From an optimization exercise on the open Yosys and OpenROAD flow, aimed at small area, a short achievable clock period and few clock cycles; shortcuts taken in it are not production practice.
No run shown here included a check of the RTL's function; only the layout flow was run.
Power is estimated from default activity; no workload was simulated.

==> design/flow/run.sh <==
#!/bin/bash
# synth_recipe.tcl (not shown) runs the flow's synth.tcl, then flattens the netlist and writes it again
# the make line also repeats each setting of config.mk as NAME=value (left out here)
make -C /OpenROAD-flow-scripts/flow DESIGN_CONFIG=/design/flow/config.mk WORK_HOME=/design/flow/orfs CLKGATE_MAP_FILE= SYNTH_SCRIPT=/design/flow/synth_recipe.tcl finish
==> design/flow/config.mk <==
export PLATFORM = sky130hd
export DESIGN_NAME = riscie
export DESIGN_NICKNAME = riscie
export VERILOG_FILES = /design/flow/design.v
export SDC_FILE = /design/flow/constraint.sdc
export NUM_CORES = 4
export LEC_CHECK = 0
export CAP_MARGIN = 20
export CORE_MARGIN = 2
export CORE_UTILIZATION = 40
export PLACE_DENSITY = 0.6
export SETUP_SLACK_MARGIN = 4.0
export SLEW_MARGIN = 20
==> design/flow/constraint.sdc <==
create_clock -name core_clock -period 8.0 [get_ports {clk}]
set_input_delay 1.6000 -clock core_clock [delete_from_list [all_inputs] [get_ports {clk}]]
set_output_delay 1.6000 -clock core_clock [all_outputs]
set_load 0.01 [all_outputs]
==> design/flow/design.v <==
module riscie(
	input clk,
	input reset,
	output [31:0] imem_addr,
	input [31:0] imem_rdata,
	output [31:0] dmem_addr,
	output [31:0] dmem_wdata,
	output dmem_we,
	input [31:0] dmem_rdata
);
	reg [31:1] pc;
	assign imem_addr = {pc, 1'b0};
	wire [31:0] fi = imem_rdata;
	wire f_beq = fi[6:0] == 7'b1100011 && fi[14:12] == 3'b000;
	wire f_pred = f_beq && (fi[19:15] == fi[24:20] || fi[31]);
	wire [12:1] f_immb = {fi[31], fi[7], fi[30:25], fi[11:8]};
	wire [12:0] f_lo = {1'b0, pc[12:1]} + {1'b0, f_immb};
	wire [31:13] pc_hi_inc = pc[31:13] + 19'd1;
	wire [31:13] pc_hi_dec = pc[31:13] - 19'd1;
	wire [31:13] f_hi = (f_lo[12] & ~fi[31]) ? pc_hi_inc :
		(~f_lo[12] & fi[31]) ? pc_hi_dec : pc[31:13];
	wire [31:1] f_target = {f_hi, f_lo[11:0]};
	wire [31:1] pc_plus4 = pc + 31'd2;
	reg [31:0] d_inst;
	reg [31:1] d_alt;    
	reg d_pred, d_valid;
	wire [4:0] d_rs1 = d_inst[19:15];
	wire [4:0] d_rs2 = d_inst[24:20];
	wire [4:0] d_rd = d_inst[11:7];
	wire [6:0] d_op = d_inst[6:0];
	wire d_isR = d_op == 7'b0110011;
	wire d_isI = d_op == 7'b0010011;
	wire d_isL = d_op == 7'b0000011;
	wire d_isS = d_op == 7'b0100011;
	wire d_isB = d_op == 7'b1100011;
	wire d_we = d_valid && (d_isR || d_isI || d_isL) && d_rd != 5'd0;
	wire d_uses2 = d_isR || d_isS || d_isB;
	reg [31:0] e_a;    
	reg [31:0] e_b;    
	reg [31:0] e_sd;   
	reg [31:1] e_alt;
	reg [4:0] e_rd;
	reg e_fwda, e_fwdb, e_fwds, e_sub, e_and, e_or;
	reg e_we, e_ld, e_st, e_br, e_pred;
	reg [31:0] m_res, m_wdata;
	reg [4:0] m_rd;
	reg m_we, m_ld, m_st;
	reg [31:0] rf [1:31];
	wire [31:0] wb_data = m_ld ? dmem_rdata : m_res;
	always @(posedge clk)
		if (m_we)
			rf[m_rd] <= wb_data;
	reg [31:0] r1, r2;
	integer i;
	always @(*) begin
		r1 = 32'd0;
		r2 = 32'd0;
		for (i = 1; i < 32; i = i + 1) begin
			r1 = r1 | (rf[i] & {32{d_rs1 == i}});
			r2 = r2 | (rf[i] & {32{d_rs2 == i}});
		end
	end
	wire byp1 = m_we && m_rd == d_rs1;
	wire byp2 = m_we && m_rd == d_rs2;
	wire [31:0] d_a = byp1 ? wb_data : r1;
	wire [31:0] d_b = byp2 ? wb_data : r2;
	reg stall_q;
	wire stall = stall_q && d_valid;
	wire f_isB = fi[6:0] == 7'b1100011;
	wire f_uses2 = fi[6:0] == 7'b0110011 || fi[6:0] == 7'b0100011 || f_isB;
	wire stall_next = !stall && d_valid && d_isL && d_rd != 5'd0 &&
		(fi[19:15] == d_rd || (f_uses2 && fi[24:20] == d_rd));
	wire [31:0] d_imm = d_isS ? {{20{d_inst[31]}}, d_inst[31:25], d_inst[11:7]} :
		{{20{d_inst[31]}}, d_inst[31:20]};
	wire d_sub = d_isR && d_inst[30];
	wire [31:0] d_op2 = (d_isR || d_isB) ? d_b : d_imm;
	wire [31:0] x_a = e_fwda ? m_res : e_a;
	wire [31:0] x_b = e_fwdb ? (m_res ^ {32{e_sub}}) : e_b;
	wire [31:0] x_sum = x_a + x_b + {31'd0, e_sub};
	wire [31:0] x_res = e_and ? (x_a & x_b) : e_or ? (x_a | x_b) : x_sum;
	wire x_eq = x_a == x_b;
	wire [31:0] x_sd = e_fwds ? m_res : e_sd;
	wire redirect = e_br && (x_eq != e_pred);
	assign dmem_addr = m_res;
	assign dmem_wdata = m_wdata;
	assign dmem_we = m_st;
	always @(posedge clk) begin
		if (reset)
			pc <= 31'd0;
		else if (redirect)
			pc <= e_alt;
		else if (!stall)
			pc <= f_pred ? f_target : pc_plus4;
		stall_q <= stall_next;
		if (reset || redirect)
			d_valid <= 1'b0;
		else if (!stall)
			d_valid <= 1'b1;
		if (!stall) begin
			d_inst <= fi;
			d_alt <= f_pred ? pc_plus4 : f_target;
			d_pred <= f_pred;
		end
		e_a <= d_a;
		e_b <= d_op2 ^ {32{d_sub}};
		e_sd <= d_b;
		e_alt <= d_alt;
		e_rd <= d_rd;
		e_fwda <= e_we && e_rd == d_rs1;
		e_fwdb <= e_we && e_rd == d_rs2 && (d_isR || d_isB);
		e_fwds <= e_we && e_rd == d_rs2;
		e_sub <= d_sub;
		e_and <= d_isR && d_inst[14:12] == 3'b111;
		e_or <= d_isR && d_inst[14:12] == 3'b110;
		e_pred <= d_pred;
		if (reset || redirect || stall || !d_valid) begin
			e_we <= 1'b0;
			e_ld <= 1'b0;
			e_st <= 1'b0;
			e_br <= 1'b0;
		end else begin
			e_we <= d_we;
			e_ld <= d_isL && d_we;
			e_st <= d_isS;
			e_br <= d_isB && d_inst[14:12] == 3'b000;
		end
		m_res <= x_res;
		m_wdata <= x_sd;
		m_rd <= e_rd;
		if (reset) begin
			m_we <= 1'b0;
			m_ld <= 1'b0;
			m_st <= 1'b0;
		end else begin
			m_we <= e_we;
			m_ld <= e_ld;
			m_st <= e_st;
		end
	end
endmodule
==> flow_summary.yaml, run 1 <==
run_status:
  status: "timing/DRC/antenna clean"
timing:
  hold_viol: 0
  fmax_ghz: 0.2417
  period_minus_slack_ns: 4.137
  max-slew-margin-rel: 0.1217
  slew_viol_final: 0
  fin_crit_sh: 0.5171
  setup_viol: 0
  setup_tns_ns: 0
  rsz0062_at_grt: "true"
  skew_ns: 0.02437
  worst_pin_slew_ns: 1.307
cts:
  clock_path_buffers: 3
  htree_num_levels: 4
  clock-sinks: 1304
  cts_tree: "built"
  cts_made_buffers: 136
  path_clk_slew_ns: 0.06
  cts_root_buf: "clkbuf_16"
  clock_latency_ns: 0.80
drt:
  drt_iter0_drc: 11301
  drc: 0
  post_drt_wl_per_cell_um: 39.65
  routed_wl_um: 263500
  vias: 47694
  ant_nets: 0
  viasPerCell: 7.176
  drtPass1Iterations: 9
yosys:
  synth_edf_count: 1056
  synth.avg_cell_area_um2: 12.71
  syn_inst: 4539
  yosysWarnings: 1
  syn-num-nets: 4687
  ys_seq_elements: 1304
  synth_cell_types: 77
  synthArstFlopShare: 0
  ys_dominant_reg_cell: "edfxtp_1"
  ys_seq_area_frac: 0.6358
  synthesis.area_um2: 57680
run:
  cap_violations: 0
power:
  leakage_nw: 22.33
  p_clk_frac: 0.376
  p_seq_frac: 0.495
  pwr-share-comb: 0.129
  power_switching_mw: 4.561
  powerDensity_nw_per_um2: 252.7
  switching_share: 0.2708
  vdd_drop_max_mv: 0.2571
  p_int_mw: 12.28
setup_path:
  worstSetupStartpointType: "register"
  worst-r2r-cell-count: 8
  crit_fanout: 25
  cp.required_ns: 8.62
  crit_slowest_cell: "nor3_1"
  max_stage_delay_ns: 1.06
  end_kind: "register"
  worstSetupPathType: "register to register"
  crit_chain: "nand2b_1 > nor2_4 > buf_4 > a22o_1 > a221oi_1 > nand4_1 > nor3_1 > a21oi_1"
  cp.arrival_ns: 4.76
final_layout:
  design_area_um2: 66650
  drive_gt1_frac: 0.1189
  fillers: 12725
  area_growth_pct: 15.54
  nNetsFinal: 4778
global_route:
  grt_pass1_vias: 44759
  grtUsageTotal: 0.3458
  grt-ovfl-total: 0
  grt_first_pass_wirelength_um: 354500
  grt_antenna_before_repair: 5
  grt_start_max_net_pins: 49
floorplan:
  start_util: 0.4025
  die_area_um2: 147300
  rows: 139
  coreArea_um2: 143300
  io_pins: 163
  die_w_um: 383.8
  die_h_um: 383.8
hold_path:
  hold_depth: 0
  hold_path_class: "register to register"
placement:
  port_buffers: 161
  post-dp-hpwl_um: 138300
  place_area_um2: 61800
  gp_congestion: 0.9470
## power groups by stage
| stage | combinational, mW | clock, mW | sequential [mW] |
|---|---|---|---|
| 6_report | 2.17 | 6.34 | 8.33 |
| 3_5_place_dp | 2.04 | 0 | 8.47 |
| 4_1_cts | 2.05 | 6.33 | 8.33 |
| 5_1_grt | 2.24 | 6.60 | 8.35 |
| 3_3_place_gp | 2.01 | 0 | 8.47 |
| 2_1_floorplan | 1.07 | 0 | 8.40 |
## sequential cells by signal, summed over array words and instances, names as in the netlist, 5 cells and up
signal,cells
d_inst,32
e_sd,32
rf,992
e_rd,5
e_b,32
m_wdata,32
e_a,32
m_rd,5
m_res,32
pc,31
e_alt,31
d_alt,31
## metal layers
metal | up-vias | part of all wire | global-route usage
met2 | 5062 | 0.41 | 0.4842
met1 | 23118 | 0.35 | 0.4450
met5 | - | 0.00057 | 0.003899
met4 | 11 | 0.079 | 0.2116
li1 | 18268 | - | -
met3 | 1235 | 0.17 | 0.1397
## worst max-delay path: cells and delay by family, from the launching register on
kind            cells  cell delay, ns
simple gates        4            2.22
buf+inv             1            0.47
flops               1            0.49
compound gates      3            0.73
## layout make-up
class,instances,area [um^2],share of cell area
Sequential cell,1304,36690,0.5504
Multi-Input combinational cell,2780,20030,0.3005
Clock buffer,178,3664,0.05497
Timing Repair Buffer,302,2810,0.04216
Tap cell,1903,2381,0.03572
Clock inverter,67,665.6,0.009987
Inverter,106,402.9,0.006045
Antenna cell,6,15.01,0.0002253
## worst paths after layout
path,from,end,slack [ns]
max reg2reg,d_inst[15]$_DFFE_PN_,e_a[17]$_DFF_P_,3.86
min reg2reg,d_alt[27]$_DFFE_PN_,e_alt[27]$_DFF_P_,0.33
max,d_inst[15]$_DFFE_PN_,e_a[17]$_DFF_P_,3.86
min,d_alt[27]$_DFFE_PN_,e_alt[27]$_DFF_P_,0.33
## cells in the mapped netlist (38+ instances only)
library cell,number,area (um^2)
inv_1,102,382.9
nor3_1,113,565.5
edfxtp_1,1056,31710
a221oi_1,172,1506
nand2_1,252,945.9
nor2_1,240,900.9
nor4_1,44,275.3
ha_1,79,988.5
xnor2_1,111,972.2
dfxtp_1,248,4965
a22oi_1,554,4159
a22o_1,172,1506
o21ai_0,82,410.4
and3_1,38,237.7
clkbuf_1,299,1122
nand4_1,105,656.9
mux2i_1,82,820.8
nand3_1,84,420.4
a21oi_1,183,915.9
a31oi_1,41,256.5
xor2_1,42,367.9
mux2_2,59,664.4
a222oi_1,64,640.6
## layout by cell type, fill, tap and decap left out, types with 15 or more instances in the layout
| cell type | count |
|---|---|
| nor2_1 | 178 |
| clkbuf_1 | 34 |
| a22oi_1 | 554 |
| clkinv_2 | 25 |
| or3_1 | 15 |
| o21ai_0 | 79 |
| edfxtp_1 | 1056 |
| a31oi_1 | 28 |
| ha_1 | 78 |
| clkbuf_16 | 141 |
| xnor2_1 | 111 |
| clkinv_1 | 16 |
| a21oi_1 | 178 |
| a221oi_1 | 172 |
| mux2_2 | 59 |
| nor2_4 | 62 |
| a211oi_1 | 15 |
| xor2_1 | 42 |
| a22o_1 | 172 |
| nand2_1 | 252 |
| inv_1 | 102 |
| a222oi_1 | 64 |
| buf_4 | 129 |
| nand3_1 | 82 |
| o21a_1 | 22 |
| and3_1 | 28 |
| mux2i_1 | 80 |
| nor3_1 | 106 |
| clkdlybuf4s50_1 | 161 |
| a21o_1 | 15 |
| nand4_1 | 105 |
| dfxtp_1 | 243 |
| nor4_1 | 44 |
## cell families (layout without fill, tap and decap cells)
group | Yosys count | after routing | synth area share
adders and majority gates | 82 | 82 | 0.01818
xor gates and xnor gates | 153 | 153 | 0.02323
other | 1 | 7 | 0.00006501
DFF | 1304 | 1304 | 0.6358
muxes | 141 | 141 | 0.02575
and+or+nand+nor | 997 | 997 | 0.08414
AOI/OAI and AO/OA | 1405 | 1406 | 0.1824
buffers and inverters | 456 | 653 | 0.03050
## repair_timing
| item | 4_1_cts | 5_1_grt |
|---|---|---|
| pin swaps | 2 | 2 |
| cloned | 0 | 4 |
| gates resized for setup | 17 | 35 |
| hold buffers | 0 | 0 |
| setup endpoints to repair | 61 | 76 |
| setup buffers | 3 | 11 |
## stage by stage
stage | cells | setup slack (ns) | total power [mW] | hold WS, ns | util
floorplan | 4539 | 4.004 | 9.465 | 0.3233 | -
global placement | 6374 | 2.965 | 10.49 | 0.3236 | 0.4312
detailed placement | 6374 | 2.970 | 10.51 | 0.3281 | 0.4312
CTS | 6622 | 4.003 | 16.71 | 0.3365 | 0.4621
global route | 6640 | 3.905 | 17.19 | 0.3481 | 0.4650
finish | 6646 | 3.863 | 16.84 | 0.3341 | 0.4651
==> run 2: changes to the inputs <==
--- a/design/flow/design.v
+++ b/design/flow/design.v
@@ -24,6 +24,7 @@
 	reg [31:0] d_inst;
 	reg [31:1] d_alt;    
 	reg d_pred, d_valid;
+	reg [31:1] d_sel1, d_sel2;   
 	wire [4:0] d_rs1 = d_inst[19:15];
 	wire [4:0] d_rs2 = d_inst[24:20];
 	wire [4:0] d_rd = d_inst[11:7];
@@ -56,8 +57,8 @@
 		r1 = 32'd0;
 		r2 = 32'd0;
 		for (i = 1; i < 32; i = i + 1) begin
-			r1 = r1 | (rf[i] & {32{d_rs1 == i}});
-			r2 = r2 | (rf[i] & {32{d_rs2 == i}});
+			r1 = r1 | (rf[i] & {32{d_sel1[i]}});
+			r2 = r2 | (rf[i] & {32{d_sel2[i]}});
 		end
 	end
 	wire byp1 = m_we && m_rd == d_rs1;
@@ -67,7 +68,7 @@
 	reg stall_q;
 	wire stall = stall_q && d_valid;
 	wire f_isB = fi[6:0] == 7'b1100011;
-	wire f_uses2 = fi[6:0] == 7'b0110011 || fi[6:0] == 7'b0100011 || f_isB;
+	wire f_uses2 = fi[6:0] == 7'b0110011 || f_isB;
 	wire stall_next = !stall && d_valid && d_isL && d_rd != 5'd0 &&
 		(fi[19:15] == d_rd || (f_uses2 && fi[24:20] == d_rd));
 	wire [31:0] d_imm = d_isS ? {{20{d_inst[31]}}, d_inst[31:25], d_inst[11:7]} :
@@ -79,7 +80,7 @@
 	wire [31:0] x_sum = x_a + x_b + {31'd0, e_sub};
 	wire [31:0] x_res = e_and ? (x_a & x_b) : e_or ? (x_a | x_b) : x_sum;
 	wire x_eq = x_a == x_b;
-	wire [31:0] x_sd = e_fwds ? m_res : e_sd;
+	wire [31:0] x_sd = e_fwds ? wb_data : e_sd;
 	wire redirect = e_br && (x_eq != e_pred);
 	assign dmem_addr = m_res;
 	assign dmem_wdata = m_wdata;
@@ -100,6 +101,10 @@
 			d_inst <= fi;
 			d_alt <= f_pred ? pc_plus4 : f_target;
 			d_pred <= f_pred;
+			for (i = 1; i < 32; i = i + 1) begin
+				d_sel1[i] <= fi[19:15] == i;
+				d_sel2[i] <= fi[24:20] == i;
+			end
 		end
 		e_a <= d_a;
 		e_b <= d_op2 ^ {32{d_sub}};
--- a/design/flow/config.mk
+++ b/design/flow/config.mk
@@ -6,8 +6,9 @@
 export NUM_CORES = 4
 export LEC_CHECK = 0
 export CAP_MARGIN = 20
+export CELL_PAD_IN_SITES_DETAIL_PLACEMENT = 1
 export CORE_MARGIN = 2
 export CORE_UTILIZATION = 40
-export PLACE_DENSITY = 0.6
-export SETUP_SLACK_MARGIN = 4.0
+export PLACE_DENSITY = 0.45
+export SETUP_SLACK_MARGIN = 4.8
 export SLEW_MARGIN = 20
==> flow_summary.yaml, run 2 <==
setup_path:
  crit_slowest_cell: "or4_4"
  max_stage_delay_ns: 0.59
  cpMostUsedCell: "a31oi_4"
  worstSetupPathType: "register to register"
  cpLargestDelayFamily: "compound AO/OA/AOI/OAI gates"
  cp.required_ns: 8.66
  worstSetupStartpointType: "register"
  crit_fanout: 8
  crit_chain: "buf_12 > xnor2_1 > a21oi_2 > ha_4 > a21oi_4 > o211ai_1 > or4_4 > a31oi_4 > o21ai_4 > a31oi_4 > buf_4 > o21ai_2 > xor2_1 > a221o_1"
  r2r_start: "e_sub$_DFF_P_"
  cp.arrival_ns: 4.09
  end_kind: "register"
  crit_start: "e_sub$_DFF_P_"
  cp_num_buf_inv: 2
final_layout:
  fillers: 14385
  nNetsFinal: 4849
  instances_no_fill: 6750
  final_cell_mix: "edfxtp_1, a221oi_1, a22o_1"
  multi_input_area_um2: 20970
  area_growth_pct: 22.65
  largest_register_ffs: 992
  ff_latch_area_um2: 38690
  mostFrequentLayoutCell: "edfxtp_1"
  largest-register: "rf"
  drive_gt1_frac: 0.2019
cts:
  cts_root_buf: "clkbuf_16"
  path_clk_slew_ns: 0.06
  cts_hold_buffers: 0
  htree_num_levels: 4
  clock_path_buffers: 3
  clock_latency_ns: 0.79
  cts_tree: "built"
  cts_made_buffers: 154
  clock-sinks: 1366
drt:
  routed_wl_um: 304700
  dr_wl_met2_um: 129000
  viasPerCell: 7.208
  drt-met1-wl_um: 116900
  post_drt_wl_per_cell_um: 45.15
  vias: 48654
  highest_layer: "met5"
  drc: 0
  ant_nets: 0
  wl_met3_um: 38350
  drt_iter0_drc: 9002
  drtPass1Iterations: 9
yosys:
  synthTopCellsByArea: "edfxtp_1, dfxtp_1, a221oi_1"
  synth.avg_cell_area_um2: 13.50
  ys_seq_elements: 1366
  synth_top_area_frac: 0.5691
  synth_top_cell_by_area: "edfxtp_1"
  yosysMostFrequentCell: "edfxtp_1"
  yosysWarnings: 1
  ys_seq_area_frac: 0.6532
  synthArstFlopShare: 0
  synth_edf_count: 1118
  syn_inst: 4370
  synthesis.area_um2: 59000
  ys_dominant_reg_cell: "edfxtp_1"
  syn-num-nets: 4518
  synth_cell_types: 79
  synthTopCellsByCount: "edfxtp_1, a221oi_1, a22o_1, clkbuf_1, a21oi_1"
timing:
  skew_ns: 0.02968
  setup_viol: 0
  rsz0062_at_grt: "true"
  setup_tns_ns: 0
  fin_crit_sh: 0.4285
  fmax_ghz: 0.2917
  max-slew-margin-rel: 0.1367
  slew_viol_final: 0
  period_minus_slack_ns: 3.428
  worst_pin_slew_ns: 1.285
  hold_viol: 0
power:
  p_clk_frac: 0.393
  p_total_mw: 18.92
  pwr-share-comb: 0.142
  vdd_drop_max_mv: 0.2124
  power_switching_mw: 5.133
  p_int_mw: 13.78
  p_seq_frac: 0.465
  leakage_nw: 24.81
  powerDensity_nw_per_um2: 261.4
  switching_share: 0.2713
floorplan:
  start_util: 0.4038
  die_w_um: 388.0
  io_pins: 163
  die_area_um2: 150600
  coreArea_um2: 146100
  rows: 140
  die_h_um: 388.0
hold_path:
  hp-start: "d_alt[14]$_DFFE_PN_"
  hold_path_class: "register to register"
global_route:
  grt_antenna_before_repair: 7
  grt-ovfl-total: 0
  grt_pass1_vias: 47561
  grt_start_max_net_pins: 84
  grtUsageTotal: 0.3906
  grt_first_pass_wirelength_um: 405800
placement:
  port_buffers: 161
  post-place-cells: 6312
  gp_congestion: 0.8912
  post-dp-hpwl_um: 170400
run:
  cap_violations: 0
run_status:
  status: "timing/DRC/antenna clean"
-- run 2: worst paths after layout --
path	end	cells after the start	slack [ns]
max	m_res[31]$_DFF_P_	14	4.57
min reg2reg	e_alt[14]$_DFF_P_	0	0.34
min	e_alt[14]$_DFF_P_	0	0.34
max reg2reg	m_res[31]$_DFF_P_	14	4.57
-- run 2: power by group through the flow --
stage	registers, mW	logic, mW	clock network, mW
final	8.80	2.69	7.43
after global routing	8.82	2.81	7.71
after CTS	8.79	2.51	7.48
after detailed placement	8.92	2.41	0
after global placement	8.92	2.38	0
after floorplan	8.84	1.16	0
-- run 2: routing by layer --
metal / GRT usage / up-vias
li1: - / 18532
met1: 0.5217 / 25133
met2: 0.5698 / 4031
met3: 0.1120 / 954
met4: 0.2166 / 4
met5: 0.007337 / -
-- run 2: stage by stage --
step	worst slack (ns)	cell area, um^2	util	hold slack (ns)
detailed placement	2.515	63650	0.4357	0.3279
floorplan	4.307	59340	-	0.3233
global placement	2.521	63620	0.4355	0.3241
finish	4.572	72360	0.4953	0.3395
global route	4.456	72350	0.4953	0.3442
CTS	4.539	70930	0.4856	0.3411
-- run 2: layout make-up --
cell class / count / area share
Timing Repair inverter: 9 / 0.002196
Clock buffer: 211 / 0.05952
Antenna cell: 4 / 0.0001383
Timing Repair Buffer: 485 / 0.06120
Inverter: 126 / 0.007107
Clock inverter: 73 / 0.01228
Multi-Input combinational cell: 2559 / 0.2898
Sequential cell: 1366 / 0.5347
Tap cell: 1917 / 0.03315
-- run 2: what timing repair did --
item	in CTS	in global routing
cloned	11	9
setup buffers	88	42
endpoints found under the setup margin	333	87
gates resized for setup	465	219
pin swaps	83	101
-- run 2: cell families (layout without fill, tap and decap cells) --
| kind of cell | Yosys count | after routing | share of synthesized area |
|---|---|---|---|
| flops | 1366 | 1366 | 0.6532 |
| compound gates | 1422 | 1422 | 0.1902 |
| simple gates | 767 | 772 | 0.06486 |
| mux | 102 | 102 | 0.01765 |
| buf+inv | 450 | 904 | 0.02952 |
| fa+ha+maj | 82 | 82 | 0.01777 |
| xor+xnor | 180 | 180 | 0.02672 |
| other cells | 1 | 5 | 0.00006356 |

-- what the ideal ports hide --
The results above use ideal ports. As a check the final layouts listed here were re-extracted and re-timed, cells and wires unchanged. Step 1: set_driving_cell puts a clkbuf_16 on clk and a buf_2 on each other input, an assumption about the parent block. Step 2 times the ports against the registers' clock, not the clock port: input delays grow and output delays shrink by t, the midpoint of the rising clock arrivals with the driver on. a / b / c = no drivers / after step 1 / after step 2; a / b = the first two.
run | shift t [ns] | slack for setup (ns) | clock arrival spread, ns
run 1 | 0.859 | 3.863 / 3.863 / 3.331 | 0.032 / 0.031
run 2 | 0.864 | 4.572 / 4.572 / 3.844 | 0.032 / 0.032
After both steps setup and hold are still met in every run listed. For run 2, which loses most, drivers alone change the setup slack by 0.000 ns; drivers and shift together by -0.728 ns.
